What follows belongs to an exercise in optimizing a design on an open flow for small area, a short achievable clock period and few clock cycles; a production flow would make more cautious choices. RTL that was checked went through simulation tests only; none was proved equivalent to the original. No functional check of the RTL was part of runs 1 to 6. Power is estimated from default activity; no workload was simulated.

[design/flow/run.sh]
#!/bin/bash
# synth_recipe.tcl (not shown) runs the flow's synth.tcl, then flattens the netlist and writes it again
# the make line also repeats each setting of config.mk as NAME=value (left out here)
make -C /OpenROAD-flow-scripts/flow DESIGN_CONFIG=/design/flow/config.mk WORK_HOME=/design/flow/orfs CLKGATE_MAP_FILE= SYNTH_SCRIPT=/design/flow/synth_recipe.tcl finish
[design/flow/config.mk]
export PLATFORM = sky130hd
export DESIGN_NAME = Processor
export DESIGN_NICKNAME = Processor
export VERILOG_FILES = /design/flow/design.v
export SDC_FILE = /design/flow/constraint.sdc
export NUM_CORES = 4
export LEC_CHECK = 0
export CAP_MARGIN = 20
export CORE_MARGIN = 2
export CORE_UTILIZATION = 40
export SETUP_SLACK_MARGIN = 3.4
export SLEW_MARGIN = 20
export SYNTH_HIERARCHICAL = 1
export SYNTH_MINIMUM_KEEP_SIZE = 0
[design/flow/constraint.sdc]
create_clock -name core_clock -period 7.0 [get_ports {i_clk}]
set_input_delay 1.4000 -clock core_clock [delete_from_list [all_inputs] [get_ports {i_clk}]]
set_output_delay 1.4000 -clock core_clock [all_outputs]
set_load 0.01 [all_outputs]
[design/flow/design.v]
module GP (
    input  logic a, b,
    output logic g, p);
    assign g = a & b;
    assign p = a ^ b;
endmodule
module GNode (
    input  logic gh, ph, gl,
    output logic g);
    assign g = gh | (ph & gl);
endmodule
module PGNode (
    input  logic gh, ph, gl, pl,
    output logic g, p);
    assign g = gh | (ph & gl);
    assign p = ph & pl;
endmodule
module Add32 (
    input  logic [31:0] a,
    input  logic [31:0] b,
    input  logic        cin,
    output logic [31:0] s);
    logic [31:0] g [0:5];
    logic [31:0] p [0:5];
    logic [31:0] g0, p0;
    genvar i, l;
    generate
        for (i = 0; i < 32; i++) begin : bit_gp
            GP gp (.a(a[i]), .b(b[i]), .g(g0[i]), .p(p0[i]));
        end
        GNode n0 (.gh(g0[0]), .ph(p0[0]), .gl(cin), .g(g[0][0]));
        assign p[0][0] = 1'b0;
        for (i = 1; i < 32; i++) begin : bit_in
            assign g[0][i] = g0[i];
            assign p[0][i] = p0[i];
        end
        for (l = 0; l < 5; l++) begin : lvl
            for (i = 0; i < 32; i++) begin : node
                if (((i >> l) & 1) == 0) begin : pass
                    assign g[l+1][i] = g[l][i];
                    assign p[l+1][i] = p[l][i];
                end else if (i < (2 << l)) begin : last
                    GNode n (.gh(g[l][i]), .ph(p[l][i]), .gl(g[l][((i >> l) << l) - 1]),
                             .g(g[l+1][i]));
                    assign p[l+1][i] = 1'b0;
                end else begin : mid
                    PGNode n (.gh(g[l][i]), .ph(p[l][i]), .gl(g[l][((i >> l) << l) - 1]),
                              .pl(p[l][((i >> l) << l) - 1]), .g(g[l+1][i]), .p(p[l+1][i]));
                end
            end
        end
    endgenerate
    assign s = p0 ^ {g[5][30:0], cin};
endmodule
module RdMux #(parameter WIDTH = 32) (
    input  logic [7:0]       sel,
    input  logic [WIDTH-1:0] f, r1, r2, r3, r4, r5, r6, r7,
    output logic [WIDTH-1:0] q);
    assign q = (f  & {WIDTH{sel[0]}}) | (r1 & {WIDTH{sel[1]}})
             | (r2 & {WIDTH{sel[2]}}) | (r3 & {WIDTH{sel[3]}})
             | (r4 & {WIDTH{sel[4]}}) | (r5 & {WIDTH{sel[5]}})
             | (r6 & {WIDTH{sel[6]}}) | (r7 & {WIDTH{sel[7]}});
endmodule
module Processor #(parameter WIDTH = 32) (
    input  logic               i_clk,
    input  logic               i_reset,
    input  logic [WIDTH-1:0]   i_ReadData,
    output logic               o_memwrite,
    output logic [WIDTH-1:0]   o_WriteData,
    output logic [WIDTH-1:0]   o_Address);
    logic [31:0] rf [1:7];
    logic [15:0] pc;         
    logic        m_ld, m_st, m;            
    logic [31:0] m_ea;                     
    logic [7:1]  m_we;                     
    logic        e_ld, e_st, e_bq;         
    logic        e_sub, e_and, e_or, e_slt;
    logic [7:1]  e_we;                     
    logic [7:1]  e_lw;                     
    logic [2:0]  e_rs, e_rt;
    logic [31:0] opA;
    logic [31:0] opB;                      
    logic [15:0] e_tgt;                    
    logic [31:0] sum;
    Add32 add_alu (.a(opA), .b(opB), .cin(e_sub), .s(sum));
    logic [31:0] res;
    always_comb begin
        if (e_and)      res = opA & opB;
        else if (e_or)  res = opA | opB;
        else if (e_slt) res = {31'd0, sum[31]};
        else            res = sum;
    end
    wire        e_taken = ~m & e_bq & (opA == opB);
    wire [31:0] ea = opA + {16'd0, e_tgt};
    wire [31:0] wd   = m ? i_ReadData : res;
    wire [7:1]  w_oh = m ? m_we : e_we;
    wire [31:0] ins   = i_ReadData;
    wire [5:0]  op    = ins[31:26];
    wire [5:0]  funct = ins[5:0];
    wire [15:0] imm   = ins[15:0];
    wire        f_v   = ~m & ~e_taken;
    wire        is_r  = (op == 6'h00);
    wire        is_lb = (op == 6'h20);
    wire        is_sb = (op == 6'h28);
    wire        is_bq = (op == 6'h04);
    wire        is_j  = (op == 6'h02);
    wire        re = m | e_st;
    wire [2:0]  ra = m ? e_rs : ins[23:21];
    wire [2:0]  rb = re ? e_rt : ins[18:16];
    logic [7:0] sel_a, sel_b;
    always_comb begin
        sel_a[0] = 1'b0;
        sel_b[0] = 1'b0;
        for (int i = 1; i < 8; i++) begin
            sel_a[i] = ~w_oh[i] & (ra == i[2:0]);
            sel_b[i] = ~w_oh[i] & (rb == i[2:0]);
            sel_a[0] = sel_a[0] | (w_oh[i] & (ra == i[2:0]));
            sel_b[0] = sel_b[0] | (w_oh[i] & (rb == i[2:0]));
        end
    end
    logic [31:0] a, b;
    RdMux rd_a (.sel(sel_a), .f(wd), .r1(rf[1]), .r2(rf[2]), .r3(rf[3]), .r4(rf[4]),
                .r5(rf[5]), .r6(rf[6]), .r7(rf[7]), .q(a));
    RdMux rd_b (.sel(sel_b), .f(wd), .r1(rf[1]), .r2(rf[2]), .r3(rf[3]), .r4(rf[4]),
                .r5(rf[5]), .r6(rf[6]), .r7(rf[7]), .q(b));
    wire f_sub = is_r & ((funct == 6'h22) | (funct == 6'h2A));
    wire n_sub = re ? (m & e_sub) : f_sub;
    wire [15:0] pc1 = pc + 16'd1;
    always_ff @(posedge i_clk) begin
        if (i_reset) begin
            e_ld <= 1'b0;
            e_st <= 1'b0;
            e_bq <= 1'b0;
            e_we <= 7'd0;
            e_lw <= 7'd0;
        end else if (!m) begin
            if (!f_v) begin
                e_ld <= 1'b0;
                e_st <= 1'b0;
                e_bq <= 1'b0;
                e_we <= 7'd0;
                e_lw <= 7'd0;
            end else begin
                e_ld <= is_lb;
                e_st <= is_sb;
                e_bq <= is_bq;
                for (int i = 1; i < 8; i++) begin
                    e_we[i] <= is_r & (ins[13:11] == i[2:0]);
                    e_lw[i] <= is_lb & (ins[18:16] == i[2:0]);
                end
            end
        end
    end
    always_ff @(posedge i_clk) begin
        opA <= a;
        opB <= b ^ {32{n_sub}};
        if (!m) begin
            e_sub <= f_sub;
            e_and <= is_r & (funct == 6'h24);
            e_or  <= is_r & (funct == 6'h25);
            e_slt <= is_r & (funct == 6'h2A);
            e_tgt <= (is_lb | is_sb) ? imm : pc1 + imm;
            e_rt  <= ins[18:16];
        end
    end
    always_ff @(posedge i_clk) begin
        if (i_reset || m) begin
            m_ld <= 1'b0;
            m_st <= 1'b0;
            m    <= 1'b0;
        end else begin
            m_ld <= e_ld;
            m_st <= e_st;
            m    <= e_ld | e_st;
        end
    end
    always_ff @(posedge i_clk) begin
        m_ea <= ea;
        m_we <= e_lw;
        e_rs <= ins[23:21];      
    end
    always_ff @(posedge i_clk) begin
        if (i_reset)      pc <= 16'd0;
        else if (e_taken) pc <= e_tgt;
        else if (m)       pc <= pc;
        else if (is_j)    pc <= imm;
        else              pc <= pc1;
    end
    always_ff @(posedge i_clk) begin
        for (int i = 1; i < 8; i++)
            if (w_oh[i]) rf[i] <= wd;
    end
    assign o_memwrite  = m_st;
    assign o_WriteData = opB;
    assign o_Address   = m ? m_ea : {16'd0, pc};
endmodule
==> reports/qor.txt, run 1 <==
outcome = complete, no violations
VDD IR-drop max = 0.173 mV
Top Layer Used = met4
Initial DRC Count = 1926
Critical Path Start Type = flop
num rows = 83
footprint of the multi-input gates = 0.0102 mm2
Starting Density = 40.7%
fmax = 283 MHz
DR vias = 16200
fin worst setup slack = 3460 ps
Final Non-Filler Cells = 2719
# IOs = 99
ANT nets after route = 0
share of cells above drive strength 1 = 13.7%
PD cells = 444 mW/mm2
post-synth cell types = 70
DR pass1 iterations = 8
Rel. slew slack = 37.3%
root buf cell = clkbuf_16
commonest non-fill, non-tap cell in the layout = a22oi_1
H-tree Lvls = 2
met2 wire length = 30800 um
endpoints failing hold = 0
CP required = 7430 ps
DRT met1 WL = 28500 um
sequential area share after synthesis = 48.7%
CTS tree = yes
drt wl/cell = 24.5 um
Tmin final = 3540 ps
nets = 2173
CTS max path bufs = 3
Placed Cells = 2618
CTS clk-pin slew, worst paths = 60 ps
hold_ws = 354 ps
vias in the first global route = 15800
diodes inserted = 0
# setup viols final = 0
RSZ-0062 raised after global routing = yes
Sum Neg Setup Slack = 0 ps
Tightest Pin Transition = 930 ps
Fill cells = 4635
gr usage total = 24.3%
pre-CTS WS = 2280 ps
Total Die Area = 0.0544 mm2
clock sinks = 388
Area Growth Syn to Fin = 16.7%
Static Leak = 9.59 nW
final worst path period share = 50.5%
Mapped Area = 0.0210 mm2
Crit Path Category = reg -> reg
HP Class = reg -> reg
Post-synth EDFFs = 247
Seq. cell area = 0.0103 mm2
register bit total from synthesis = 388
Post-DP HPWL = 41100 um
Die Ht = 233 um
Residual DRC = 0
Post-synth ARST share = 0%
Skew-Pair Late Insertion Delay = 570 ps
Chip Width = 233 um
Mapped Nets = 2066
maxcap violations = 0
met3 wire len = 5420 um
antenna violations before repair = 0
first-pass GRT wire length = 99000 um
CP Data Arrival Time = 3970 ps
Num CTS Buffers = 42
Layout Skew = 22.0 ps
max-slew violations = 0
Core Area = 0.0516 mm2
port bufs = 98
critical path peak fanout = 8
aggregate routed wire length = 66500 um
most frequent cells in the layout = a22oi_1 (254), edfxtp_1 (247), ha_1 (131)
Synth Area per Inst = 11.1 um2
Post-Synthesis Cells = 1898
grt total ovfl = 0
synth warn = 14
Setup crit end kind = flop
most frequently used flop master after synthesis = edfxtp_1
GP Congestion = 0.858
Vias/cell = 5.97
largest net degree at the start of global routing = 65
Yosys cell counts (3+ instances only):
library cell | number | area share (%)
a211oi_1 | 18 | 0.64
a21o_1 | 86 | 3.1
a21oi_1 | 110 | 2.6
a22oi_1 | 256 | 9.1
a31oi_1 | 7 | 0.21
a32o_1 | 6 | 0.29
a32oi_1 | 5 | 0.21
and2_1 | 64 | 1.9
and3_1 | 3 | 0.089
and4_1 | 3 | 0.13
buf_1 | 7 | 0.13
buf_12 | 3 | 0.29
buf_2 | 44 | 1.0
buf_6 | 13 | 0.70
clkbuf_1 | 28 | 0.50
dfxtp_1 | 141 | 13
edfxtp_1 | 247 | 35
ha_1 | 132 | 7.9
inv_1 | 79 | 1.4
mux2_2 | 27 | 1.4
mux2i_1 | 24 | 1.1
nand2_1 | 74 | 1.3
nand2b_1 | 7 | 0.21
nand3_1 | 12 | 0.29
nand3b_1 | 3 | 0.11
nand4_1 | 72 | 2.1
nor2_1 | 110 | 2.0
nor2b_1 | 37 | 1.1
nor3_1 | 28 | 0.67
nor3b_1 | 6 | 0.21
nor4_1 | 15 | 0.45
o2111ai_1 | 5 | 0.21
o211ai_1 | 7 | 0.25
o21a_1 | 4 | 0.14
o21ai_0 | 52 | 1.2
o21bai_1 | 3 | 0.11
xnor2_1 | 38 | 1.6
xor2_1 | 51 | 2.1
xor2_2 | 30 | 2.3
registers in the layout, summed over array words and instances, names as in the netlist, 3 cells and up:
signal	flops
e_lw	7
pc	16
e_tgt	16
e_rs	3
m_we	7
rf	224
e_rt	3
m_ea	32
opA	32
opB	32
e_we	7
path summary, 6_finish.rpt:
kind | depth (start not counted) | slack [ps] | to | startpoint
setup / recovery | 17 | 3460 | opB[30]$_DFF_P_ | opB[0]$_DFF_P_
hold / removal | 0 | 350 | m_we[4]$_DFF_P_ | e_lw[4]$_SDFFE_PP0N_
setup reg to reg | 17 | 3460 | opB[30]$_DFF_P_ | opB[0]$_DFF_P_
hold reg to reg | 0 | 350 | m_we[4]$_DFF_P_ | e_lw[4]$_SDFFE_PP0N_
cell families (layout without fill, tap and decap cells):
| logic type | after synthesis | in the layout | share of synthesized area, % |
|---|---|---|---|
| AOI/OAI and AO/OA | 579 | 581 | 18.9 |
| and+or+nand+nor | 450 | 450 | 11.5 |
| DFF | 388 | 388 | 48.7 |
| buffers and inverters | 177 | 316 | 4.16 |
| adders and majority gates | 134 | 134 | 8.05 |
| xor gates and xnor gates | 119 | 119 | 6.03 |
| muxes | 51 | 51 | 2.59 |
metrics by stage:
stage	power [W]	util, %	area [um2]
3_5_place_dp	0.00833	43.9	22700
6_report	0.0109	47.5	24500
4_1_cts	0.0107	47.2	24300
2_1_floorplan	0.00673	-	21000
5_1_grt	0.0115	47.5	24500
3_3_place_gp	0.00823	43.9	22700
modules after synthesis, one instance, submodules excluded:
module / area (um2) / copies in the design
Processor: 16800 / 1
Add32: 280 / 1
RdMux: 1320 / 2
GNode: 7.51 / 31
GP: 12.5 / 32
PGNode: 13.8 / 45
worst max-delay path, stage by stage (launching register included):
cell and delay (ps):
dfxtp_4 350, ha_4 240, a21o_1 170, a21o_1 180
a21o_1 180, a21o_4 270, a21o_4 290, a21o_1 210
xor2_1 180, nor3b_1 150, a21oi_1 150, nor2_1 70
a21oi_1 190, o21ai_1 80, buf_4 160, a22oi_2 170
nand4_1 150, xor2_2 180
per-layer routing:
layer	track usage, %	vias to the layer above
met4	8.00	0
met1	33.1	7987
li1	-	7380
met3	3.96	126
met2	39.4	739
met5	0	-
where the power goes:
part           internal [W]  switching, W  total, W
Clock               0.00129      0.000912   0.00221
Combinational       0.00185       0.00291   0.00475
Sequential          0.00350      0.000420   0.00392
Total               0.00664       0.00424    0.0109
layout make-up:
cell class | count | share of cell area [%]
tap | 680 | 3.47
inverter | 80 | 1.22
multi-input combinational | 1335 | 41.6
clock buffer | 61 | 4.83
clock inverter | 17 | 0.735
sequential | 388 | 42.0
timing repair buffer | 158 | 6.19
repair_timing:
item / in CTS / in global routing
endpoints found under the hold margin: 0 / 0
hold buffers: 0 / 0
gates resized for setup: 48 / 62
pin swaps: 11 / 9
cloned: 3 / 0
endpoints found under the setup margin: 211 / 66
buffers inserted: 14 / 6
==> run 2, diff against run 1 <==
--- a/design/flow/config.mk
+++ b/design/flow/config.mk
@@ -9,5 +9,5 @@
 export CORE_MARGIN = 2
 export CORE_UTILIZATION = 40
-export SETUP_SLACK_MARGIN = 3.4
+export SETUP_SLACK_MARGIN = 3.8
 export SLEW_MARGIN = 20
 export SYNTH_HIERARCHICAL = 1
==> run 2 against run 1 <==
Clock-buffer cell count decreased by 6. Setup slack improved by 90 ps. Core utilization increased by 2.7 points. Wire length increased by 3.0%. Sequential cell count unchanged. Highest routed layer unchanged. Largest cell class is now multi-input combinational cells. Via count increased by 2.9%. Worst hold slack got worse by 1.8 ps. Cell count increased by 2.6%. Still clean. Critical endpoint is now opB[25]$_DFF_P_. Design area increased by 5.6%. Die area unchanged. Clock power decreased by 2%. Critical path depth decreased by 1.
==> reports/qor.txt, run 2 <==
Setup crit end kind = flop
commonest non-fill, non-tap cell in the layout = edfxtp_1
Tightest Pin Transition = 950 ps (+20.1 ps)
fin worst setup slack = 3550 ps (+89.9 ps)
largest net degree at the start of global routing = 65 (unchanged)
synth top area cells = edfxtp_1 (35%), dfxtp_1 (13%), a22oi_1 (9.1%)
Mapped Area = 0.0210 mm2 (unchanged)
Core Area = 0.0516 mm2 (unchanged)
Die Ht = 233 um (unchanged)
max reg flops = 224 (unchanged)
Reg2Reg Setup Slack = 3550 ps (+90 ps)
slowest library cell on the worst path = dfxtp_4
root buf cell = clkbuf_16
clock sinks = 388 (unchanged)
register bit total from synthesis = 388 (unchanged)
Crit Path Category = reg -> reg
hold buffer count at cts = 0 (unchanged)
family with the most delay on the worst path = compound AO/OA/AOI/OAI gates
Bufs and invs on worst path = 1 (unchanged)
Skew-Pair Late Insertion Delay = 570 ps (about the same)
fmax = 290 MHz (+2.6%)
Starting Density = 40.7% (unchanged)
Mapped Nets = 2066 (unchanged)
Static Leak = 10.3 nW (+7.3%)
Tmin final = 3450 ps (-89.9 ps)
RSZ-0062 raised after global routing = yes
Sum Neg Setup Slack = 0 ps (unchanged)
DR pass1 iterations = 8 (unchanged)
pre-CTS WS = 2340 ps (+56.5 ps)
Vias/cell = 5.99 (+0.32%)
Yosys top cell area share = 35.3% (unchanged)
Total Die Area = 0.0544 mm2 (unchanged)
HP Class = reg -> reg
Layout Skew = 18.6 ps (-3.37 ps)
Num CTS Buffers = 40 (-4.8%)
CTS tree = yes
commonest cells in the netlist = a22oi_1 (256), edfxtp_1 (247), dfxtp_1 (141)
CTS max path bufs = 3 (unchanged)
gr usage total = 24.9% (+0.63 points)
Residual DRC = 0 (unchanged)
drt wl/cell = 24.6 um (+0.40%)
Most flops, register = rf
first-pass GRT wire length = 102000 um (+3.1%)
endpoints failing hold = 0 (unchanged)
share of cells above drive strength 1 = 21.1% (+7.4 points)
count leader, synth = a22oi_1
most frequent cells in the layout = edfxtp_1 (247), a22oi_1 (226), ha_1 (124)
grt total ovfl = 0 (unchanged)
Cell Chain, Critical Path = ha_4 > a21o_1 > a21o_1 > a21o_4 > a21o_4 > a21o_4 > buf_12 > a21o_1 > xor2_1 > a21oi_2 > nor2_2 > a21oi_2 > o21ai_4 > a22oi_2 > nand4_1 > xor2_2
Post-Synthesis Cells = 1898 (unchanged)
Power Total = 0.0124 W (+14%)
DR vias = 16700 (+2.9%)
Initial DRC Count = 1898 (-1.5%)
# setup viols final = 0 (unchanged)
Critical Path Start Type = flop
maxcap violations = 0 (unchanged)
ANT nets after route = 0 (unchanged)
port bufs = 98 (unchanged)
CTS clk-pin slew, worst paths = 60 ps (about the same)
nets = 2245 (+3.3%)
leading area contributor after synthesis = edfxtp_1
Post-synth ARST share = 0% (unchanged)
CP peak stage delay = 360 ps (about the same)
CP required = 7450 ps (+20 ps)
most frequently used flop master after synthesis = edfxtp_1
GP Congestion = 0.866 (+1.0%)
Area Growth Syn to Fin = 23.2%
synth warn = 14 (unchanged)
vias in the first global route = 16600 (+5.0%)
num rows = 83 (unchanged)
critical path peak fanout = 5 (-3)
Post-DP HPWL = 41400 um (+0.58%)
aggregate routed wire length = 68500 um (+3.0%)
post-synth cell types = 70 (unchanged)
VDD IR-drop max = 0.245 mV (+42%)
Fill cells = 4487 (-3.2%)
CP Data Arrival Time = 3900 ps (-70 ps)
PD cells = 478 mW/mm2 (+7.7%)
Rel. slew slack = 36.6% (-0.78 points)
Chip Width = 233 um (unchanged)
Post-synth EDFFs = 247 (unchanged)
final worst path period share = 49.2% (-1.3 points)
max-slew violations = 0 (unchanged)
# IOs = 99 (unchanged)
H-tree Lvls = 2 (unchanged)
antenna violations before repair = 1 (+1)
outcome = complete, no violations
Synth Area per Inst = 11.1 um2 (unchanged)
sequential area share after synthesis = 48.7% (unchanged)
run 2: cell counts after synthesis:
Identical to the previous run, type by type.
run 2: area by class of cell:
type,instances,area (um2),share of cell area [%]
inverters,80,300,1.16
well taps,680,851,3.29
clock buffers,55,1100,4.24
multi-input cells,1337,10800,41.8
repair buffers,230,2310,8.92
flip-flops and latches,388,10300,39.7
clock inverters,18,213,0.822
diodes,1,2.50,0.00967
run 2: what timing repair did:
item,in CTS,in global routing
endpoints found under the setup margin,313,202
setup buffers,77,18
pin swaps,96,61
hold endpoints to repair,0,0
gates cloned,6,1
resized for setup,195,102
run 2: logic make-up (layout without fill, tap and decap cells):
group           Yosys count  count (layout)  synth area share [%]
flops                   388             388                  48.7
buf+inv                 177             383                  4.16
mux                      51              51                  2.59
xor+xnor                119             119                  6.03
fa+ha+maj               134             134                  8.05
simple gates            450             451                  11.5
other cells               0               1                     0
compound gates          579             582                  18.9
run 2: report_power, final:
part / switching [W] / internal, W / leakage [nW]
clock network: 0.000916 / 0.00125 / 0.642
logic: 0.00341 / 0.00289 / 6.20
registers: 0.000412 / 0.00349 / 3.44
total: 0.00474 / 0.00763 / 10.3
run 2: final timing paths:
kind	start	end	cells past startpoint
worst max-delay path	opB[0]$_DFF_P_	opB[25]$_DFF_P_	16
worst min-delay path	e_lw[1]$_SDFFE_PP0N_	m_we[1]$_DFF_P_	0
worst min register to register	e_lw[1]$_SDFFE_PP0N_	m_we[1]$_DFF_P_	0
worst max register to register	opB[0]$_DFF_P_	opB[25]$_DFF_P_	16
run 2: per-stage QoR:
stage | cell area (um2) | cells | utilization (%) | hold slack, ps
finish | 25900 | 2789 | 50.2 | 352
global route | 25900 | 2789 | 50.2 | 358
CTS | 25400 | 2769 | 49.3 | 353
detailed placement | 22700 | 2613 | 44.0 | 340
global placement | 22700 | 2612 | 44.0 | 335
floorplan | 21100 | 1898 | - | 331
run 2: per-layer routing:
metal  up-vias  track usage, %  part of all wire, %
li1       7521               -                    -
met1      8166            33.3                   42
met2       852            40.3                   47
met3       164            4.06                  8.5
met4         0            10.1                  3.2
met5         -               0                    0
run 2: per-module statistics from Yosys, one instance, submodules excluded:
module / times used / cell area (um2) / cells / flip-flops and latches
PGNode: 45 / 13.8 / 2 / 0
RdMux: 2 / 1320 / 184 / 0
GNode: 31 / 7.51 / 1 / 0
GP: 32 / 12.5 / 1 / 0
Add32: 1 / 280 / 32 / 0
Processor: 1 / 16800 / 1345 / 388
run 2: worst reg2reg max path: stages, from the launching register on:
cell,delay (ps)
dfxtp_4,360
ha_4,240
a21o_1,190
a21o_1,220
a21o_4,210
a21o_4,230
a21o_4,270
buf_12,150
a21o_1,160
xor2_1,170
a21oi_2,170
nor2_2,70
a21oi_2,230
o21ai_4,90
a22oi_2,190
nand4_1,190
xor2_2,210
==> run 3, diff against run 2 <==
--- a/design/flow/design.v
+++ b/design/flow/design.v
@@ -84,14 +84,11 @@
     logic [31:0] sum;
     Add32 add_alu (.a(opA), .b(opB), .cin(e_sub), .s(sum));
-    logic [31:0] res;
-    always_comb begin
-        if (e_and)      res = opA & opB;
-        else if (e_or)  res = opA | opB;
-        else if (e_slt) res = {31'd0, sum[31]};
-        else            res = sum;
-    end
+    wire         e_ar = ~(e_and | e_or | e_slt);
+    wire [31:0]  lg   = ({32{e_and}} & (opA & opB)) | ({32{e_or}} & (opA | opB));
+    wire [31:0]  res  = ({32{e_ar}} & sum) | lg | {31'd0, e_slt & sum[31]};
     wire        e_taken = ~m & e_bq & (opA == opB);
     wire [31:0] ea = opA + {16'd0, e_tgt};
-    wire [31:0] wd   = m ? i_ReadData : res;
+    wire [31:0] wd   = ({32{~m & e_ar}} & sum) | ({32{~m}} & (lg | {31'd0, e_slt & sum[31]}))
+                     | ({32{m}} & i_ReadData);
     wire [7:1]  w_oh = m ? m_we : e_we;
     wire [31:0] ins   = i_ReadData;
--- a/design/flow/config.mk
+++ b/design/flow/config.mk
@@ -9,5 +9,5 @@
 export CORE_MARGIN = 2
 export CORE_UTILIZATION = 40
-export SETUP_SLACK_MARGIN = 3.8
+export SETUP_SLACK_MARGIN = 3.4
 export SLEW_MARGIN = 20
 export SYNTH_HIERARCHICAL = 1
==> run 3 against run 2 <==
Combinational power is 73% lower. Sequential power decreased by 23%. Sequential share of layout area is 2.7 points higher. Cell count down 4.2%. Worst hold slack got worse by 9.9 ps. Register-to-register slack worse by 110 ps. Core utilization is 3.0 points lower. Still clean on timing, DRC and antenna. Maximum frequency is 3.1% lower. Sequential cell count unchanged. Synthesized area fell by 1.5%. Critical path depth shrank 4. Synthesized cell count fell by 1.9%.
==> reports/qor.txt, run 3 <==
Setup crit end kind = flop
Static Leak = 9.41 nW (-8.5%)
num rows = 83 (unchanged)
maxcap violations = 0 (unchanged)
first-pass GRT wire length = 98200 um (-3.8%)
most frequently used flop master after synthesis = edfxtp_1
Mapped Area = 0.0207 mm2 (-1.5%)
# setup viols final = 0 (unchanged)
Power Total = 0.00702 W (-43%)
worst setup path start = opA[0]$_DFF_P_
footprint of the multi-input gates = 0.00990 mm2 (-8.6%)
count leader, synth = a22oi_1
Most flops, register = rf
largest net degree at the start of global routing = 62 (-4.6%)
ANT nets after route = 0 (unchanged)
Rel. slew slack = 28.1% (-8.5 points)
Starting Density = 40.4% (-0.30 points)
Critical Path Start Type = flop
grt total ovfl = 0 (unchanged)
HP Class = reg -> reg
Layout Skew = 21.3 ps (+2.75 ps)
Seq. cell area = 0.0102 mm2 (-0.44%)
commonest non-fill, non-tap cell in the layout = a22oi_1
Area Growth Syn to Fin = 16.7%
outcome = complete, no violations
# IOs = 99 (unchanged)
critical path peak fanout = 16 (+11)
clock sinks = 388 (unchanged)
Post-DP HPWL = 42000 um (+1.4%)
GP Congestion = 0.928 (+7.1%)
PD cells = 291 mW/mm2 (-39%)
synth top area cells = edfxtp_1 (36%), dfxtp_1 (14%), a22oi_1 (9.3%)
max reg flops = 224 (unchanged)
CP Data Arrival Time = 3930 ps (+30 ps)
RR Startpoint = opA[0]$_DFF_P_
Skew-Pair Late Insertion Delay = 590 ps (+20 ps)
most frequent cells in the layout = a22oi_1 (254), edfxtp_1 (247), dfxtp_1 (138)
max-slew violations = 0 (unchanged)
Chip Width = 231 um (-0.76%)
worst hold start = e_lw[3]$_SDFFE_PP0N_
H-tree Lvls = 2 (unchanged)
sequential area share after synthesis = 49.5% (+0.76 points)
Total Die Area = 0.0536 mm2 (-1.5%)
hold buffer count at cts = 0 (unchanged)
diodes inserted = 0 (-1)
fmax = 281 MHz (-3.1%)
Fill cells = 4625 (+3.1%)
leading area contributor after synthesis = edfxtp_1
CTS tree = yes
VDD IR-drop max = 0.158 mV (-36%)
Num CTS Buffers = 41 (+2.5%)
CTS clk-pin slew, worst paths = 70 ps (about the same)
Tmin final = 3560 ps (+112 ps)
endpoints failing hold = 0 (unchanged)
CTS max path bufs = 3 (unchanged)
Crit Path Category = reg -> reg
post-synth cell types = 65 (-7.1%)
DR vias = 16300 (-2.5%)
Initial DRC Count = 1803 (-5.0%)
Sum Neg Setup Slack = 0 ps (unchanged)
aggregate routed wire length = 66700 um (-2.6%)
Post-Synthesis Cells = 1862 (-1.9%)
Synth Area per Inst = 11.1 um2 (+0.37%)
Post-synth EDFFs = 247 (unchanged)
gr usage total = 24.3% (-0.63 points)
Post-synth ARST share = 0% (unchanged)
Residual DRC = 0 (unchanged)
RSZ-0062 raised after global routing = yes
Core Area = 0.0512 mm2 (-0.80%)
CP required = 7370 ps (-80 ps)
port bufs = 98 (unchanged)
Yosys top cell area share = 35.9% (+0.55 points)
Die Ht = 231 um (-0.76%)
Vias/cell = 6.09 (+1.7%)
nets = 2127 (-5.3%)
Mapped Nets = 2030 (-1.7%)
antenna violations before repair = 0 (-1)
fin util = 47.2% (-3.0 points)
register bit total from synthesis = 388 (unchanged)
final worst path period share = 50.8% (+1.6 points)
share of cells above drive strength 1 = 10.1% (-11 points)
Tightest Pin Transition = 1070 ps (+117 ps)
drt wl/cell = 25.0 um (+1.6%)
synth warn = 14 (unchanged)
DR pass1 iterations = 6 (-2)
root buf cell = clkbuf_16
vias in the first global route = 15900 (-4.6%)
commonest cells in the netlist = a22oi_1 (257), edfxtp_1 (247), dfxtp_1 (141)
==> run 3: changes by cell type in the layout (fill, tap and decap cells not counted), sizes merged, moves of 10 or more <==
cell,previous run,this run
o21ai,55,31
a221o,0,29
a21oi,110,88
buf,131,47
o21a,4,14
nand2b,7,36
clkdlybuf4s50,51,91
dlygate4sd2,34,3
nor2b,37,3
nor2,110,61
nand2,74,91
==> run 3: per-stage QoR <==
| step | hold slack, ps | instance area (um2) | std cells | setup WS [ps] |
|---|---|---|---|---|
| after floorplan | 331 | 20700 | 1862 | 3490 |
| after global placement | 337 | 22400 | 2580 | 1910 |
| after detailed placement | 339 | 22400 | 2580 | 1870 |
| after CTS | 338 | 23900 | 2664 | 3360 |
| after global routing | 344 | 24100 | 2672 | 3370 |
| final | 343 | 24100 | 2672 | 3440 |
==> run 3: metal layers <==
| metal | routed length [um] | up-vias | global-route usage (%) |
|---|---|---|---|
| met1 | 27900 | 7994 | 32.4 |
| met3 | 5730 | 143 | 3.79 |
| li1 | - | 7319 | - |
| met5 | 0 | - | 0 |
| met4 | 2150 | 0 | 9.80 |
| met2 | 30900 | 823 | 39.5 |
==> run 3: path summary, 6_finish.rpt <==
| check | cells after the start | endpoint | slack [ps] |
|---|---|---|---|
| max | 12 | opA[31]$_DFF_P_ | 3440 |
| min | 0 | m_we[3]$_DFF_P_ | 340 |
| max reg2reg | 12 | opA[31]$_DFF_P_ | 3440 |
| min reg2reg | 0 | m_we[3]$_DFF_P_ | 340 |
==> run 3: timing repair <==
action / CTS / global route
gates resized for setup: 24 / 31
cloned: 1 / 2
endpoints found under the setup margin: 64 / 66
endpoints found under the hold margin: 0 / 0
setup buffers: 7 / 6
pin swaps: 3 / 8
==> run 3: logic make-up after synthesis <==
| kind of cell | Yosys count | share of synthesized area (%) |
|---|---|---|
| AOI/OAI and AO/OA | 561 | 19.4 |
| xor gates and xnor gates | 116 | 4.98 |
| adders and majority gates | 134 | 8.18 |
| buffers and inverters | 174 | 4.04 |
| DFF | 388 | 49.5 |
| muxes | 48 | 2.47 |
| and+or+nand+nor | 441 | 11.4 |
==> run 3: critical path, cell delays in order (launching register included) <==
cell and delay (ps):
dfxtp_2 340, ha_1 310, a21o_1 220, a21o_1 210, a21o_4 240, a21o_4 250
a21o_1 180, buf_6 170, a21o_1 200, xor2_2 250, a221o_2 490, a22oi_2 210
nand4_1 250
==> run 3: per-module statistics from Yosys, one instance, submodules excluded <==
module	flops+latches	cells inside
Processor	388	1309
RdMux	0	184
Add32	0	32
PGNode	0	2
GP	0	1
GNode	0	1
==> run 3: cell type report <==
| class | count | share of cell area [%] |
|---|---|---|
| flip-flops and latches | 388 | 42.4 |
| clock buffers | 50 | 4.69 |
| inverters | 80 | 1.24 |
| multi-input cells | 1302 | 41.0 |
| repair buffers | 146 | 5.93 |
| well taps | 680 | 3.52 |
| clock inverters | 26 | 1.19 |
==> run 3: where the power goes <==
part	total [W]	switching, W	internal (W)
logic	0.00173	0.00105	0.000680
registers	0.00300	0.000174	0.00283
clock network	0.00229	0.000946	0.00135
total	0.00702	0.00216	0.00485
==> run 4, diff against run 3 <==
--- a/design/flow/config.mk
+++ b/design/flow/config.mk
@@ -9,5 +9,5 @@
 export CORE_MARGIN = 2
 export CORE_UTILIZATION = 40
-export SETUP_SLACK_MARGIN = 3.4
+export SETUP_SLACK_MARGIN = 3.8
 export SLEW_MARGIN = 20
 export SYNTH_HIERARCHICAL = 1
==> run 4 against run 3 <==
Still clean. Setup slack improved by 240 ps. Total power increased by 4.8%. Wire length increased by 1.8%. Die area unchanged. First-iteration DRC count decreased by 0.11%. Non-clock buffer count increased by 76. Design area increased by 4.9%. Clock skew increased by 35 ps. Clock power increased by 3%. Via count increased by 2.4%. Register-to-register slack improved by 240 ps. Global-route usage about the same. Critical path type unchanged. Largest power group unchanged. Highest routed layer unchanged.
==> reports/qor.txt, run 4 <==
outcome = complete, no violations
Area Growth Syn to Fin = 22.5%
PD cells = 290 mW/mm2 (-0.17%)
Post-DP HPWL = 42000 um (about the same)
ANT nets after route = 0 (unchanged)
CTS max path bufs = 3 (unchanged)
CP required = 7480 ps (+110 ps)
Starting Density = 40.4% (unchanged)
hold buffer count at cts = 0 (unchanged)
Tightest Pin Transition = 758 ps (-310 ps)
nets = 2205 (+3.7%)
# IOs = 99 (unchanged)
post-synth cell types = 65 (unchanged)
HP Class = reg -> reg
Chip Width = 231 um (unchanged)
max-slew violations = 0 (unchanged)
DR vias = 16700 (+2.4%)
Static Leak = 10.2 nW (+8.0%)
most frequently used flop master after synthesis = edfxtp_1
Total Die Area = 0.0536 mm2 (unchanged)
register bit total from synthesis = 388 (unchanged)
count leader, synth = a22oi_1
commonest non-fill, non-tap cell in the layout = edfxtp_1
# setup viols final = 0 (unchanged)
Residual DRC = 0 (unchanged)
VDD IR-drop max = 0.158 mV (+0.44%)
Synth Area per Inst = 11.1 um2 (unchanged)
Most flops, register = rf
most frequent cells in the layout = edfxtp_1 (247), a22oi_1 (233), dfxtp_1 (125)
antenna violations before repair = 0 (unchanged)
DR pass1 iterations = 8 (+2)
CTS tree = yes
GP Congestion = 0.925 (-0.32%)
fmax = 301 MHz (+7.2%)
Skew-Pair Late Insertion Delay = 600 ps (about the same)
Crit Path Category = reg -> reg
leading area contributor after synthesis = edfxtp_1
grt total ovfl = 0 (unchanged)
aggregate routed wire length = 67900 um (+1.8%)
num rows = 83 (unchanged)
Mapped Nets = 2030 (unchanged)
Tmin final = 3320 ps (-238 ps)
first-pass GRT wire length = 98300 um (about the same)
Post-synth ARST share = 0% (unchanged)
Die Ht = 231 um (unchanged)
Num CTS Buffers = 42 (+2.4%)
max reg flops = 224 (unchanged)
Vias/cell = 6.06 (-0.56%)
maxcap violations = 0 (unchanged)
gr usage total = 24.3% (about the same)
final worst path period share = 47.4% (-3.4 points)
synth warn = 14 (unchanged)
largest net degree at the start of global routing = 46 (-26%)
diodes inserted = 0 (unchanged)
synth top area cells = edfxtp_1 (36%), dfxtp_1 (14%), a22oi_1 (9.3%)
vias in the first global route = 15900 (+0.15%)
commonest cells in the netlist = a22oi_1 (257), edfxtp_1 (247), dfxtp_1 (141)
Post-synth EDFFs = 247 (unchanged)
Layout Skew = 55.9 ps (+34.6 ps)
drt wl/cell = 24.7 um (-1.1%)
sequential area share after synthesis = 49.5% (unchanged)
Sum Neg Setup Slack = 0 ps (unchanged)
Yosys top cell area share = 35.9% (unchanged)
Setup crit end kind = flop
critical path peak fanout = 5 (-11)
H-tree Lvls = 2 (unchanged)
RSZ-0062 raised after global routing = yes
root buf cell = clkbuf_16
CTS clk-pin slew, worst paths = 60 ps (about the same)
port bufs = 98 (unchanged)
Critical Path Start Type = flop
endpoints failing hold = 0 (unchanged)
Initial DRC Count = 1801 (-0.11%)
Core Area = 0.0512 mm2 (unchanged)
share of cells above drive strength 1 = 17.5% (+7.4 points)
hold_ws = 355 ps (+12.9 ps)
Post-Synthesis Cells = 1862 (unchanged)
Rel. slew slack = 49.2% (+21 points)
Fill cells = 4484 (-3.0%)
CP Data Arrival Time = 3800 ps (-130 ps)
Reg2Reg Setup Slack = 3680 ps (+240 ps)
clock sinks = 388 (unchanged)
Mapped Area = 0.0207 mm2 (unchanged)
==> run 4: where the power goes <==
group,switching (W),internal [W],total (W),leakage [nW]
Sequential,0.000176,0.00283,0.00300,3.44
Clock,0.00100,0.00135,0.00235,0.725
Combinational,0.00113,0.000867,0.00200,6.00
Total,0.00231,0.00504,0.00735,10.2
==> run 4: critical path, cell delays in order (launching register included) <==
cell and delay, ps:
dfxtp_4 370, ha_4 250, a21o_1 180, a21o_1 200, a21o_1 190, a21o_4 240, a21o_4 220, buf_4 150
clkbuf_16 150, a21o_1 160, xor2_1 170, a221o_2 440, a22oi_2 210, nand4_1 120, xor2_1 170
==> run 4: what timing repair did <==
| action | CTS | global route |
|---|---|---|
| setup endpoints to repair | 255 | 126 |
| setup buffers | 37 | 52 |
| pin swaps | 25 | 65 |
| gates resized for setup | 124 | 122 |
| cloned | 2 | 4 |
==> run 4: through the flow <==
step	cell area [um2]	setup WS, ps	util, %	cells	total power (W)
global route	25300	3600	49.5	2751	0.00762
global placement	22400	2060	43.7	2578	0.00463
floorplan	20700	3490	-	1862	0.00402
detailed placement	22400	1980	43.7	2578	0.00467
CTS	24500	3600	47.8	2695	0.00707
finish	25300	3680	49.5	2751	0.00735
==> run 4: path summary, 6_finish.rpt <==
check | from | end | cells after the start
hold / removal | e_lw[7]$_SDFFE_PP0N_ | m_we[7]$_DFF_P_ | 0
setup / recovery | opA[0]$_DFF_P_ | opB[18]$_DFF_P_ | 14
setup reg to reg | opA[0]$_DFF_P_ | opB[18]$_DFF_P_ | 14
hold reg to reg | e_lw[7]$_SDFFE_PP0N_ | m_we[7]$_DFF_P_ | 0
==> run 4: cell type report <==
class,instances,area (um2),share of cell area [%]
Sequential cell,388,10300,40.5
Multi-Input combinational cell,1303,10200,40.3
Timing Repair Buffer,222,2210,8.74
Clock buffer,50,1180,4.68
Tap cell,680,851,3.36
Clock inverter,28,303,1.19
Inverter,80,300,1.18
==> run 4: cell families after synthesis <==
| kind of cell | Yosys count | synth area share [%] |
|---|---|---|
| buffers and inverters | 174 | 4.04 |
| AND/OR/NAND/NOR | 441 | 11.4 |
| adder cells (fa/ha/maj) | 134 | 8.18 |
| XOR/XNOR | 116 | 4.98 |
| multiplexers | 48 | 2.47 |
| AO/OA/AOI/OAI | 561 | 19.4 |
| flip-flops | 388 | 49.5 |
==> run 4: per-layer routing <==
layer  routed length, um  track usage (%)
met5                   0                0
met1               28700             33.2
met2               31300             39.1
met3                5930             3.62
met4                1980             9.13
==> run 4: modules after synthesis (local to each module, per instance) <==
module	cell area (um2)	copies in the design	cells
Add32	280	1	32
GNode	7.51	31	1
RdMux	1320	2	184
Processor	16500	1	1309
PGNode	13.8	45	2
GP	12.5	32	1
==> run 5, diff against run 4 <==
--- a/design/flow/design.v
+++ b/design/flow/design.v
@@ -81,5 +81,5 @@
     logic [31:0] opA;
     logic [31:0] opB;                      
-    logic [15:0] e_tgt;                    
+    logic [15:0] e_imm;                    
     logic [31:0] sum;
     Add32 add_alu (.a(opA), .b(opB), .cin(e_sub), .s(sum));
@@ -88,5 +88,6 @@
     wire [31:0]  res  = ({32{e_ar}} & sum) | lg | {31'd0, e_slt & sum[31]};
     wire        e_taken = ~m & e_bq & (opA == opB);
-    wire [31:0] ea = opA + {16'd0, e_tgt};
+    wire [31:0] ea = opA + {16'd0, e_imm};
+    wire [15:0] tgt = pc + e_imm;
     wire [31:0] wd   = ({32{~m & e_ar}} & sum) | ({32{~m}} & (lg | {31'd0, e_slt & sum[31]}))
                      | ({32{m}} & i_ReadData);
@@ -157,5 +158,5 @@
             e_or  <= is_r & (funct == 6'h25);
             e_slt <= is_r & (funct == 6'h2A);
-            e_tgt <= (is_lb | is_sb) ? imm : pc1 + imm;
+            e_imm <= imm;
             e_rt  <= ins[18:16];
         end
@@ -179,5 +180,5 @@
     always_ff @(posedge i_clk) begin
         if (i_reset)      pc <= 16'd0;
-        else if (e_taken) pc <= e_tgt;
+        else if (e_taken) pc <= tgt;
         else if (m)       pc <= pc;
         else if (is_j)    pc <= imm;
--- a/design/flow/config.mk
+++ b/design/flow/config.mk
@@ -9,5 +9,5 @@
 export CORE_MARGIN = 2
 export CORE_UTILIZATION = 40
-export SETUP_SLACK_MARGIN = 3.8
+export SETUP_SLACK_MARGIN = 3.4
 export SLEW_MARGIN = 20
 export SYNTH_HIERARCHICAL = 1
==> run 5 against run 4 <==
Still clean. Worst hold slack improved by 0.74 ps. Clock-buffer cell count increased by 7. Cell count decreased by 4.3%. Via count decreased by 4.1%. First-iteration DRC count increased by 2.6%. Sequential cell count unchanged. Sequential power increased by 27%. Die area increased by 0.31%. Register-to-register slack got worse by 160 ps. Clock power decreased by 8.9%. Synthesized cell count decreased by 2.3%. Largest cell class unchanged.
==> reports/qor.txt, run 5 <==
commonest non-fill, non-tap cell in the layout = a22oi_1
critical path peak fanout = 9 (+4)
adder-cell share of the synthesized area = 7.91% (-0.27 points)
Setup crit end kind = flop
Core Area = 0.0513 mm2 (+0.20%)
Num CTS Buffers = 41 (-2.4%)
Mapped Nets = 1984 (-2.3%)
HP Class = reg -> reg
ANT nets after route = 0 (unchanged)
Post-Synthesis Cells = 1820 (-2.3%)
Post-DP HPWL = 40800 um (-2.8%)
Post-synth ARST share = 0% (unchanged)
Fill cells = 4637 (+3.4%)
Vias/cell = 6.07 (+0.13%)
VDD IR-drop max = 0.203 mV (+28%)
hold buffer count at cts = 0 (unchanged)
worst hold path depth = 0 (unchanged)
largest net degree at the start of global routing = 59 (+28%)
grt total ovfl = 0 (unchanged)
sequential area share after synthesis = 49.3% (-0.16 points)
RSZ-0062 raised after global routing = no
Starting Density = 40.4% (+0.045 points)
Area Growth Syn to Fin = 15.5%
Post-synth EDFFs = 247 (unchanged)
most frequent cells in the layout = a22oi_1 (263), edfxtp_1 (247), dfxtp_1 (139)
synth warn = 14 (unchanged)
CP Data Arrival Time = 3920 ps (+120 ps)
aggregate routed wire length = 65400 um (-3.7%)
mux share of post-synthesis cell area = 2.00% (-0.47 points)
fmax = 287 MHz (-4.7%)
Tightest Pin Transition = 1160 ps (+406 ps)
Die Ht = 232 um (+0.15%)
max reg flops = 224 (unchanged)
first-pass GRT wire length = 96100 um (-2.3%)
post-synth cell types = 71 (+9.2%)
max-slew violations = 0 (unchanged)
Skew-Pair Late Insertion Delay = 560 ps (-40 ps)
Crit Path Category = reg -> reg
Layout Skew = 16.8 ps (-39.1 ps)
compound-cell area share of the yosys netlist = 19.6% (+0.25 points)
nets = 2087 (-5.4%)
CTS max path bufs = 3 (unchanged)
Residual DRC = 0 (unchanged)
Tmin final = 3480 ps (+163 ps)
Mapped Area = 0.0208 mm2 (+0.31%)
DR pass1 iterations = 6 (-2)
maxcap violations = 0 (unchanged)
port bufs = 98 (unchanged)
count leader, synth = a22oi_1
H-tree Lvls = 2 (unchanged)
GP Congestion = 0.956 (+3.4%)
Chip Width = 232 um (+0.15%)
R2R Path End = opB[22]$_DFF_P_
root buf cell = clkbuf_16
outcome = complete, no violations
Static Leak = 9.22 nW (-9.3%)
worst reg2reg path depth = 12 (-2)
endpoints failing hold = 0 (unchanged)
Critical Path Start Type = flop
DR vias = 16000 (-4.1%)
final worst path period share = 49.7% (+2.3 points)
# IOs = 99 (unchanged)
Reg2Reg Setup Slack = 3520 ps (-160 ps)
synth top area cells = edfxtp_1 (36%), dfxtp_1 (14%), a22oi_1 (9.5%)
# setup viols final = 0 (unchanged)
Sum Neg Setup Slack = 0 ps (unchanged)
share of cells above drive strength 1 = 10.9% (-6.6 points)
clock sinks = 388 (unchanged)
drt wl/cell = 24.8 um (+0.62%)
leading area contributor after synthesis = edfxtp_1
diodes inserted = 0 (unchanged)
fin util = 46.7% (-2.8 points)
antenna violations before repair = 0 (unchanged)
RR Startpoint = opA[0]$_DFF_P_
register bit total from synthesis = 388 (unchanged)
Worst Hold End = m_we[4]$_DFF_P_
gr usage total = 23.8% (-0.53 points)
Most flops, register = rf
Post-Synth XOR/XNOR Area = 6.02% (+1.0 points)
Synth Area per Inst = 11.4 um2 (+2.6%)
CP required = 7440 ps (-40 ps)
Yosys top cell area share = 35.7% (-0.11 points)
PD cells = 420 mW/mm2 (+45%)
CTS clk-pin slew, worst paths = 60 ps (about the same)
commonest cells in the netlist = a22oi_1 (263), edfxtp_1 (247), dfxtp_1 (141)
most frequently used flop master after synthesis = edfxtp_1
CTS tree = yes
num rows = 83 (unchanged)
worst hold start = e_lw[4]$_SDFFE_PP0N_
Synth Area in Simple Gates = 11.0% (-0.49 points)
vias in the first global route = 15200 (-4.1%)
Total Die Area = 0.0537 mm2 (+0.31%)
largest family of logic cells by synthesized area = compound AO/OA/AOI/OAI gates
Rel. slew slack = 21.6% (-28 points)
Initial DRC Count = 1847 (+2.6%)
[run 5: cell types whose count changed in the layout (fill, tap and decap cells not counted), sizes merged, moves of 7 or more]
cell,before,now
mux2i,24,10
a21o,88,95
o21a,15,4
or3,10,1
clkdlybuf4s15,10,0
a21oi,88,72
clkdlybuf4s50,50,97
nor3,36,26
buf,128,53
clkinv,17,9
nand2,91,74
dlymetal6s2s,11,1
dlygate4sd2,18,0
[run 5: timing repair]
item,in CTS,in global routing
endpoints found under the hold margin,0,0
buffers inserted,5,17
gates resized for setup,14,7
pin swaps,0,7
gates cloned,1,1
endpoints found under the setup margin,111,30
[run 5: final cells by class]
cell class              count  area (um2)  share of cell area [%]
inverters                  78         293                    1.22
flip-flops and latches    388       10200                    42.7
repair buffers            151        1460                    6.07
well taps                 680         851                    3.55
clock inverters            17         196                   0.819
multi-input cells        1263        9840                    41.0
clock buffers              57        1100                    4.57
[run 5: worst max path at each step]
stage	start	to	cells after the start
floorplan	opB[0]$_DFF_P_	opB[0]$_DFF_P_	13
global placement	i_ReadData[16]	opB[7]$_DFF_P_	9
detailed placement	i_ReadData[16]	opB[24]$_DFF_P_	9
CTS	opA[0]$_DFF_P_	opB[23]$_DFF_P_	12
global route	opA[0]$_DFF_P_	opB[0]$_DFF_P_	13
finish	opA[0]$_DFF_P_	opB[22]$_DFF_P_	12
[run 5: logic make-up after synthesis]
| logic type | Yosys count |
|---|---|
| buf+inv | 171 |
| simple gates | 413 |
| fa+ha+maj | 130 |
| compound gates | 563 |
| mux | 38 |
| xor+xnor | 117 |
| flops | 388 |
[run 5: modules after synthesis (local to each module, per instance)]
| module | cell area [um2] | cells | flops+latches | times used |
|---|---|---|---|---|
| Add32 | 280 | 32 | 0 | 1 |
| GNode | 7.51 | 1 | 0 | 31 |
| GP | 12.5 | 1 | 0 | 32 |
| PGNode | 13.8 | 2 | 0 | 45 |
| Processor | 16600 | 1267 | 388 | 1 |
| RdMux | 1320 | 184 | 0 | 2 |
[run 5: critical path, stage by stage, from the launching register on]
cell	delay (ps)
dfxtp_1	350
ha_1	330
a21o_1	210
a21o_1	200
a21o_1	210
a21o_4	280
a21o_2	330
a21o_1	190
xor2_1	150
a221o_1	500
a22oi_1	250
nand4_1	160
xor2_2	200
[run 5: stage by stage]
stage	instance area (um2)	cells	hold WS, ps	power (W)	worst slack [ps]
after global routing	24000	2634	365	0.0106	3400
after detailed placement	22400	2536	343	0.00776	2350
final	24000	2634	356	0.0101	3520
after global placement	22400	2536	338	0.00769	2490
after CTS	23800	2616	354	0.00995	3410
after floorplan	20800	1820	331	0.00634	3770
[run 5: power by group]
part	internal, W	switching, W	total (W)
clock	0.00125	0.000894	0.00214
sequential	0.00343	0.000390	0.00382
combinational	0.00158	0.00254	0.00412
total	0.00625	0.00382	0.0101
[run 5: layer usage]
metal	global-route usage (%)	part of all wire, %
met5	0	0
met4	7.31	2.3
met3	3.68	9.2
met2	38.3	46
met1	33.0	42
==> run 6, diff against run 5 <==
==> design/flow/flow/run.sh (new file) <==
#!/bin/bash
# The standard layout (the standard.sh, synthesis included, unchanged),
# except that the port buffers that buffer_ports inserts are buf_4 cells
# rather than the delay cells it picks by default.
set -euo pipefail
export BUFFER_PORTS_ARGS="-buffer_cell sky130_fd_sc_hd__buf_4"
bash standard.sh > standard.log 2>&1
==> design/flow/standard.sh (new file) <==
#!/bin/bash
# synth_recipe.tcl (not shown) runs the flow's synth.tcl, then flattens the netlist and writes it again
# the make line also repeats each setting of config.mk as NAME=value (left out here)
make -C /OpenROAD-flow-scripts/flow DESIGN_CONFIG=/design/flow/config.mk WORK_HOME=/design/flow/orfs CLKGATE_MAP_FILE= SYNTH_SCRIPT=/design/flow/synth_recipe.tcl "${@:-finish}"
removed: design/flow/run.sh
==> run 6 against run 5 <==
Largest power group unchanged. Via count rose by 0.51%. Worst hold slack got worse by 2.1 ps. Synthesized area did not move. Largest cell class unchanged. Die area did not move. Synthesized cell count did not move. Clock skew rose by 22 ps.
==> reports/qor.txt, run 6 <==
outcome = complete, no violations
largest net degree at the start of global routing = 70 (+19%)
Post-synth EDFFs = 247 (unchanged)
final worst path period share = 50.4% (+0.65 points)
first-pass GRT wire length = 97400 um (+1.4%)
PD cells = 433 mW/mm2 (+3.0%)
clock sinks = 388 (unchanged)
ANT nets after route = 0 (unchanged)
Mapped Area = 0.0208 mm2 (unchanged)
fin worst setup slack = 3470 ps (-45.5 ps)
Total Die Area = 0.0537 mm2 (unchanged)
RSZ-0062 raised after global routing = no
antenna violations before repair = 0 (unchanged)
max reg flops = 224 (unchanged)
Post-Synthesis Cells = 1820 (unchanged)
design area = 0.0238 mm2 (-0.86%)
Residual DRC = 0 (unchanged)
most frequent cells in the layout = a22oi_1 (262), edfxtp_1 (247), dfxtp_1 (135), buf_4 (135), ha_1 (128)
HP Class = reg -> reg
DR pass1 iterations = 6 (unchanged)
DR vias = 16100 (+0.51%)
Num CTS Buffers = 41 (unchanged)
hold buffer count at cts = 0 (unchanged)
sequential area share after synthesis = 49.3% (unchanged)
Area Growth Syn to Fin = 14.5%
worst reg2reg path depth = 12 (unchanged)
Most flops, register = rf
commonest cells in the netlist = a22oi_1 (263), edfxtp_1 (247), dfxtp_1 (141)
Critical Path Start Type = flop
grt total ovfl = 0 (unchanged)
CP Data Arrival Time = 2130 ps (-1790 ps)
root buf cell = clkbuf_16
fin util = 46.3% (-0.40 points)
Starting Density = 40.4% (unchanged)
dpl cell area = 0.0221 mm2 (-1.1%)
synth top area cells = edfxtp_1 (36%), dfxtp_1 (14%), a22oi_1 (9.5%)
Synth Area per Inst = 11.4 um2 (unchanged)
fmax = 283 MHz (-1.3%)
Post-synth ARST share = 0% (unchanged)
Skew-Pair Late Insertion Delay = 590 ps (+30 ps)
GP Congestion = 0.896 (-6.4%)
Die Ht = 232 um (unchanged)
gr usage total = 24.1% (+0.33 points)
synth warn = 14 (unchanged)
leading area contributor after synthesis = edfxtp_1
CTS clk-pin slew, worst paths = 60 ps (about the same)
aggregate routed wire length = 66200 um (+1.1%)
Chip Width = 232 um (unchanged)
Crit Path Category = reg -> out
hold_ws = 354 ps (-2.12 ps)
Tmin final = 3530 ps (+45.5 ps)
port bufs = 98 (unchanged)
register bit total from synthesis = 388 (unchanged)
endpoints failing hold = 0 (unchanged)
nets = 2073 (-0.67%)
Core Area = 0.0513 mm2 (unchanged)
# setup viols final = 0 (unchanged)
worst hold path depth = 0 (unchanged)
Sum Neg Setup Slack = 0 ps (unchanged)
pre-CTS WS = 2750 ps (+407 ps)
Yosys top cell area share = 35.7% (unchanged)
VDD IR-drop max = 0.213 mV (+4.7%)
Post-DP HPWL = 41100 um (+0.68%)
Layout Skew = 38.5 ps (+21.6 ps)
# IOs = 99 (unchanged)
Setup crit end kind = output pin
maxcap violations = 0 (unchanged)
H-tree Lvls = 2 (unchanged)
post-synth cell types = 71 (unchanged)
diodes inserted = 0 (unchanged)
Rel. slew slack = 27.8% (+6.3 points)
commonest non-fill, non-tap cell in the layout = a22oi_1
drt wl/cell = 25.2 um (+1.6%)
Tightest Pin Transition = 1080 ps (-85.5 ps)
CTS tree = yes
max-slew violations = 0 (unchanged)
Mapped Nets = 1984 (unchanged)
Initial DRC Count = 1746 (-5.5%)
most frequently used flop master after synthesis = edfxtp_1
Vias/cell = 6.13 (+0.97%)
count leader, synth = a22oi_1
vias in the first global route = 15900 (+4.1%)
Static Leak = 9.34 nW (+1.3%)
CP required = 5600 ps (-1840 ps)
share of cells above drive strength 1 = 15.8% (+4.9 points)
critical path peak fanout = 69 (+60)
CTS max path bufs = 3 (unchanged)
num rows = 83 (unchanged)
-- run 6: cell counts after synthesis --
No cell type changed its count.
-- run 6: kinds of logic after synthesis --
logic type / synth area share (%)
flops: 49.3
mux: 2.00
simple gates: 11.0
fa+ha+maj: 7.91
buf+inv: 4.14
compound gates: 19.6
xor+xnor: 6.02
-- run 6: where the power goes --
group | leakage [nW] | total, W | switching (W) | internal, W
Combinational | 5.18 | 0.00411 | 0.00257 | 0.00155
Sequential | 3.44 | 0.00381 | 0.000386 | 0.00343
Clock | 0.718 | 0.00236 | 0.000944 | 0.00141
-- run 6: path summary, 6_finish.rpt --
check	from	endpoint	slack (ps)
setup / recovery	m$_SDFF_PP0_	o_Address[5]	3470
hold / removal	e_lw[7]$_SDFFE_PP0N_	m_we[7]$_DFF_P_	350
setup reg to reg	opB[0]$_DFF_P_	opB[26]$_DFF_P_	3480
hold reg to reg	e_lw[7]$_SDFFE_PP0N_	m_we[7]$_DFF_P_	350
-- run 6: final cells by class --
cell class                 count  area [um2]
clock buffer                  59        1180
tap                          680         851
clock inverter                17         289
inverter                      78         293
fill                        4633       27500
sequential                   388       10200
timing repair buffer         138        1080
multi-input combinational   1262        9820
-- run 6: Yosys stat by module (local to each module, per instance) --
module / area, um2 / flip-flops and latches / times used
RdMux: 1320 / 0 / 2
PGNode: 13.8 / 0 / 45
GP: 12.5 / 0 / 32
GNode: 7.51 / 0 / 31
Processor: 16600 / 388 / 1
Add32: 280 / 0 / 1
-- run 6: metrics by stage --
step	power, W	cells
2_1_floorplan	0.00634	1820
3_5_place_dp	0.00774	2536
4_1_cts	0.0101	2614
3_3_place_gp	0.00763	2536
6_report	0.0103	2622
5_1_grt	0.0108	2622
-- run 6: worst max-delay path, cell delays in order (launching register included) --
cell and delay, ps:
dfxtp_4 600, buf_12 330, mux2_2 400, buf_4 150
-- run 6: metal layers --
layer  up-vias  part of all wire (%)  track usage, %
met2       857                    45            37.8
met5         -                     0               0
li1       7152                     -               -
met4         0                   4.1            11.2
met1      7873                    42            32.6
met3       179                   8.8            3.98
-- run 6: what timing repair did --
| action | in CTS | in global routing |
|---|---|---|
| buffers inserted | 2 | 7 |
| gates resized for setup | 9 | 12 |
| pin swaps | 0 | 7 |
| endpoints found under the setup margin | 84 | 26 |
| cloned | 0 | 1 |
==> run 7, diff against run 6 <==
--- a/design/flow/design.v
+++ b/design/flow/design.v
@@ -4,4 +4,9 @@
     assign g = a & b;
     assign p = a ^ b;
+endmodule
+module Maj (
+    input  logic a, b, c,
+    output logic g);
+    assign g = (a & b) | (a & c) | (b & c);
 endmodule
 module GNode (
@@ -29,5 +34,5 @@
             GP gp (.a(a[i]), .b(b[i]), .g(g0[i]), .p(p0[i]));
         end
-        GNode n0 (.gh(g0[0]), .ph(p0[0]), .gl(cin), .g(g[0][0]));
+        Maj n0 (.a(a[0]), .b(b[0]), .c(cin), .g(g[0][0]));
         assign p[0][0] = 1'b0;
         for (i = 1; i < 32; i++) begin : bit_in
@@ -54,11 +59,10 @@
 endmodule
 module RdMux #(parameter WIDTH = 32) (
-    input  logic [7:0]       sel,
-    input  logic [WIDTH-1:0] f, r1, r2, r3, r4, r5, r6, r7,
+    input  logic [7:1]       sel,
+    input  logic [WIDTH-1:0] r1, r2, r3, r4, r5, r6, r7,
     output logic [WIDTH-1:0] q);
-    assign q = (f  & {WIDTH{sel[0]}}) | (r1 & {WIDTH{sel[1]}})
-             | (r2 & {WIDTH{sel[2]}}) | (r3 & {WIDTH{sel[3]}})
-             | (r4 & {WIDTH{sel[4]}}) | (r5 & {WIDTH{sel[5]}})
-             | (r6 & {WIDTH{sel[6]}}) | (r7 & {WIDTH{sel[7]}});
+    assign q = (r1 & {WIDTH{sel[1]}}) | (r2 & {WIDTH{sel[2]}}) | (r3 & {WIDTH{sel[3]}})
+             | (r4 & {WIDTH{sel[4]}}) | (r5 & {WIDTH{sel[5]}}) | (r6 & {WIDTH{sel[6]}})
+             | (r7 & {WIDTH{sel[7]}});
 endmodule
 module Processor #(parameter WIDTH = 32) (
@@ -117,9 +121,11 @@
         end
     end
-    logic [31:0] a, b;
-    RdMux rd_a (.sel(sel_a), .f(wd), .r1(rf[1]), .r2(rf[2]), .r3(rf[3]), .r4(rf[4]),
-                .r5(rf[5]), .r6(rf[6]), .r7(rf[7]), .q(a));
-    RdMux rd_b (.sel(sel_b), .f(wd), .r1(rf[1]), .r2(rf[2]), .r3(rf[3]), .r4(rf[4]),
-                .r5(rf[5]), .r6(rf[6]), .r7(rf[7]), .q(b));
+    logic [31:0] qa, qb;
+    RdMux rd_a (.sel(sel_a[7:1]), .r1(rf[1]), .r2(rf[2]), .r3(rf[3]), .r4(rf[4]),
+                .r5(rf[5]), .r6(rf[6]), .r7(rf[7]), .q(qa));
+    RdMux rd_b (.sel(sel_b[7:1]), .r1(rf[1]), .r2(rf[2]), .r3(rf[3]), .r4(rf[4]),
+                .r5(rf[5]), .r6(rf[6]), .r7(rf[7]), .q(qb));
+    wire [31:0] a = ({32{sel_a[0]}} & wd) | qa;
+    wire [31:0] b = ({32{sel_b[0]}} & wd) | qb;
     wire f_sub = is_r & ((funct == 6'h22) | (funct == 6'h2A));
     wire n_sub = re ? (m & e_sub) : f_sub;
--- a/design/flow/config.mk
+++ b/design/flow/config.mk
@@ -9,5 +9,5 @@
 export CORE_MARGIN = 2
 export CORE_UTILIZATION = 40
-export SETUP_SLACK_MARGIN = 3.4
+export SETUP_SLACK_MARGIN = 3.8
 export SLEW_MARGIN = 20
 export SYNTH_HIERARCHICAL = 1
==> run 7 against run 6 <==
Synthesized area down 1.4%. Cell count down 0.34%. First-iteration DRC count up 9.6%. Clock-buffer cell count down 2. Clock skew down 15 ps. Design area about the same. Critical path depth up 7. Setup slack better by 400 ps. Worst hold slack worse by 1.9 ps. Clock power about the same. Synthesized cell count down 0.93%. Critical path type is now reg -> reg. Highest routed layer unchanged.
==> reports/qor.txt, run 7 <==
RR Startpoint = e_sub$_DFFE_PN_
nets = 2071 (-0.096%)
hold buffer count at cts = 0 (unchanged)
Post-DP HPWL = 39300 um (-4.2%)
most frequent cells in the layout = edfxtp_1 (247), buf_4 (145), dfxtp_1 (136)
VDD IR-drop max = 0.222 mV (+4.6%)
Power Total = 0.0104 W (+1.1%)
Num CTS Buffers = 42 (+2.4%)
Post-synth EDFFs = 247 (unchanged)
sequential area share after synthesis = 50.0% (+0.70 points)
Cell Chain, Critical Path = maj3_2 > a21o_1 > a21o_1 > a21o_4 > a21o_4 > a21o_1 > xor2_2 > a222oi_1 > o21ai_2 > buf_4
Bufs and invs on worst path = 1 (-1)
Most flops, register = rf
num rows = 82 (-1.2%)
most frequently used flop master after synthesis = edfxtp_1
HP Class = reg -> reg
synth top area cells = edfxtp_1 (36%), dfxtp_1 (14%), ha_1 (7.8%)
fin util = 47.1% (+0.81 points)
hold_ws = 352 ps (-1.89 ps)
count leader, synth = edfxtp_1
GP Congestion = 0.872 (-2.6%)
drt wl/cell = 24.5 um (-2.9%)
Chip Width = 230 um (-0.69%)
endpoints failing hold = 0 (unchanged)
clock sinks = 388 (unchanged)
PD cells = 438 mW/mm2 (+1.2%)
design area = 0.0237 mm2 (about the same)
Post-synth ARST share = 0% (unchanged)
Vias/cell = 5.97 (-2.5%)
max-slew violations = 0 (unchanged)
Die Ht = 230 um (-0.69%)
diodes inserted = 0 (unchanged)
CP Data Arrival Time = 3440 ps (+1310 ps)
Tmin final = 3130 ps (-398 ps)
family with the most delay on the worst path = compound AO/OA/AOI/OAI gates
Synth Area per Inst = 11.3 um2 (-0.47%)
Rel. slew slack = 31.0% (+3.1 points)
Static Leak = 9.53 nW (+2.1%)
synth warn = 14 (unchanged)
Crit Path Category = reg -> reg
Mapped Area = 0.0205 mm2 (-1.4%)
fmax = 320 MHz (+13%)
CP required = 7310 ps (+1710 ps)
critical path peak fanout = 16 (-77%)
Critical Path Most Common Cell = a21o_1
grt total ovfl = 0 (unchanged)
Core Area = 0.0504 mm2 (-1.8%)
Area Growth Syn to Fin = 16.1%
worst hold start = e_lw[6]$_SDFFE_PP0N_
maxcap violations = 0 (unchanged)
outcome = complete, no violations
post-synth cell types = 79 (+11%)
leading area contributor after synthesis = edfxtp_1
Layout Skew = 23.7 ps (-14.7 ps)
Initial DRC Count = 1914 (+9.6%)
DR vias = 15600 (-2.9%)
Sum Neg Setup Slack = 0 ps (unchanged)
Setup crit end kind = flop
gr usage total = 23.2% (-0.90 points)
commonest non-fill, non-tap cell in the layout = edfxtp_1
root buf cell = clkbuf_16
antenna violations before repair = 0 (unchanged)
Tightest Pin Transition = 1030 ps (-46.9 ps)
# IOs = 99 (unchanged)
first-pass GRT wire length = 93400 um (-4.1%)
worst setup path start = e_sub$_DFFE_PN_
ANT nets after route = 0 (unchanged)
max reg flops = 224 (unchanged)
Mapped Nets = 1967 (-0.86%)
commonest cells in the netlist = edfxtp_1 (247), dfxtp_1 (141), a22oi_1 (135)
Skew-Pair Late Insertion Delay = 570 ps (-20 ps)
CTS tree = yes
Total Die Area = 0.0530 mm2 (-1.4%)
Post-Synthesis Cells = 1803 (-0.93%)
DR pass1 iterations = 9 (+3)
dpl cell area = 0.0219 mm2 (-1.1%)
vias in the first global route = 15000 (-5.3%)
final worst path period share = 44.7% (-5.7 points)
CTS clk-pin slew, worst paths = 60 ps (about the same)
Residual DRC = 0 (unchanged)
share of cells above drive strength 1 = 17.5% (+1.8 points)
port bufs = 98 (unchanged)
Yosys top cell area share = 36.3% (+0.51 points)
register bit total from synthesis = 388 (unchanged)
H-tree Lvls = 2 (unchanged)
Starting Density = 40.6% (+0.17 points)
largest net degree at the start of global routing = 41 (-41%)
CP peak stage delay = 450 ps (-150 ps)
Critical Path Start Type = flop
slowest library cell on the worst path = edfxtp_1
CTS max path bufs = 3 (unchanged)
aggregate routed wire length = 64000 um (-3.3%)
# setup viols final = 0 (unchanged)
RSZ-0062 raised after global routing = no
run 7: cells by family after synthesis:
kind of cell	Yosys count	synth area share, %
multiplexers	34	1.82
buffers and inverters	175	3.91
AO/OA/AOI/OAI	548	20.6
flip-flops	388	50.0
XOR/XNOR	114	4.88
adder cells (fa/ha/maj)	131	8.08
AND/OR/NAND/NOR	413	10.6
run 7: modules after synthesis, one instance, submodules excluded:
| module | flops+latches | copies in the design |
|---|---|---|
| RdMux | 0 | 2 |
| Maj | 0 | 1 |
| Add32 | 0 | 1 |
| GP | 0 | 32 |
| Processor | 388 | 1 |
| PGNode | 0 | 45 |
| GNode | 0 | 30 |
run 7: worst paths after layout:
path,endpoint,cells past startpoint,slack (ps)
worst max-delay path,rf[3][0]$_DFFE_PP_,10,3870
worst min-delay path,m_we[6]$_DFF_P_,0,350
worst max register to register,rf[3][0]$_DFFE_PP_,10,3870
worst min register to register,m_we[6]$_DFF_P_,0,350
run 7: final cells by class:
cell class	count	area (um2)
repair buffers	152	1230
clock inverters	21	277
flip-flops and latches	388	10200
clock buffers	57	1230
fillers	4570	26600
inverters	82	315
multi-input cells	1241	9610
well taps	672	841
run 7: power breakdown:
| group | internal (W) | switching [W] |
|---|---|---|
| logic | 0.00156 | 0.00259 |
| clock network | 0.00143 | 0.000954 |
| registers | 0.00347 | 0.000390 |
| total | 0.00646 | 0.00394 |
run 7: metal layers:
metal  global-route usage (%)  share of wire (%)  wire (um)
met5                        0                  0          0
met3                     3.61                9.3       5970
met4                     8.41                2.7       1750
met2                     37.1                 46      29600
met1                     31.9                 42      26700
run 7: timing repair:
| action | 4_1_cts | 5_1_grt |
|---|---|---|
| endpoints found under the setup margin | 221 | 44 |
| gates resized for setup | 14 | 22 |
| cloned | 1 | 1 |
| pin swaps | 2 | 4 |
| endpoints found under the hold margin | 0 | 0 |
| buffers inserted | 9 | 13 |
run 7: stage by stage:
step | worst slack (ps) | cells
after floorplan | 3850 | 1803
after global placement | 2870 | 2511
after detailed placement | 2820 | 2511
after CTS | 3800 | 2599
after global routing | 3810 | 2613
final | 3870 | 2613
Testbench counts of run 7, summed over its fixed seeds: cycles 29,933.

Re-timed with assumed drivers on the ports (clkbuf_16 on the clock, buf_2 on other inputs), run 7 has 3.815 ns of setup slack against 3.870 ns with ideal ports, and 3.299 ns once port delays also move by the mid clock arrival of 0.613 ns.
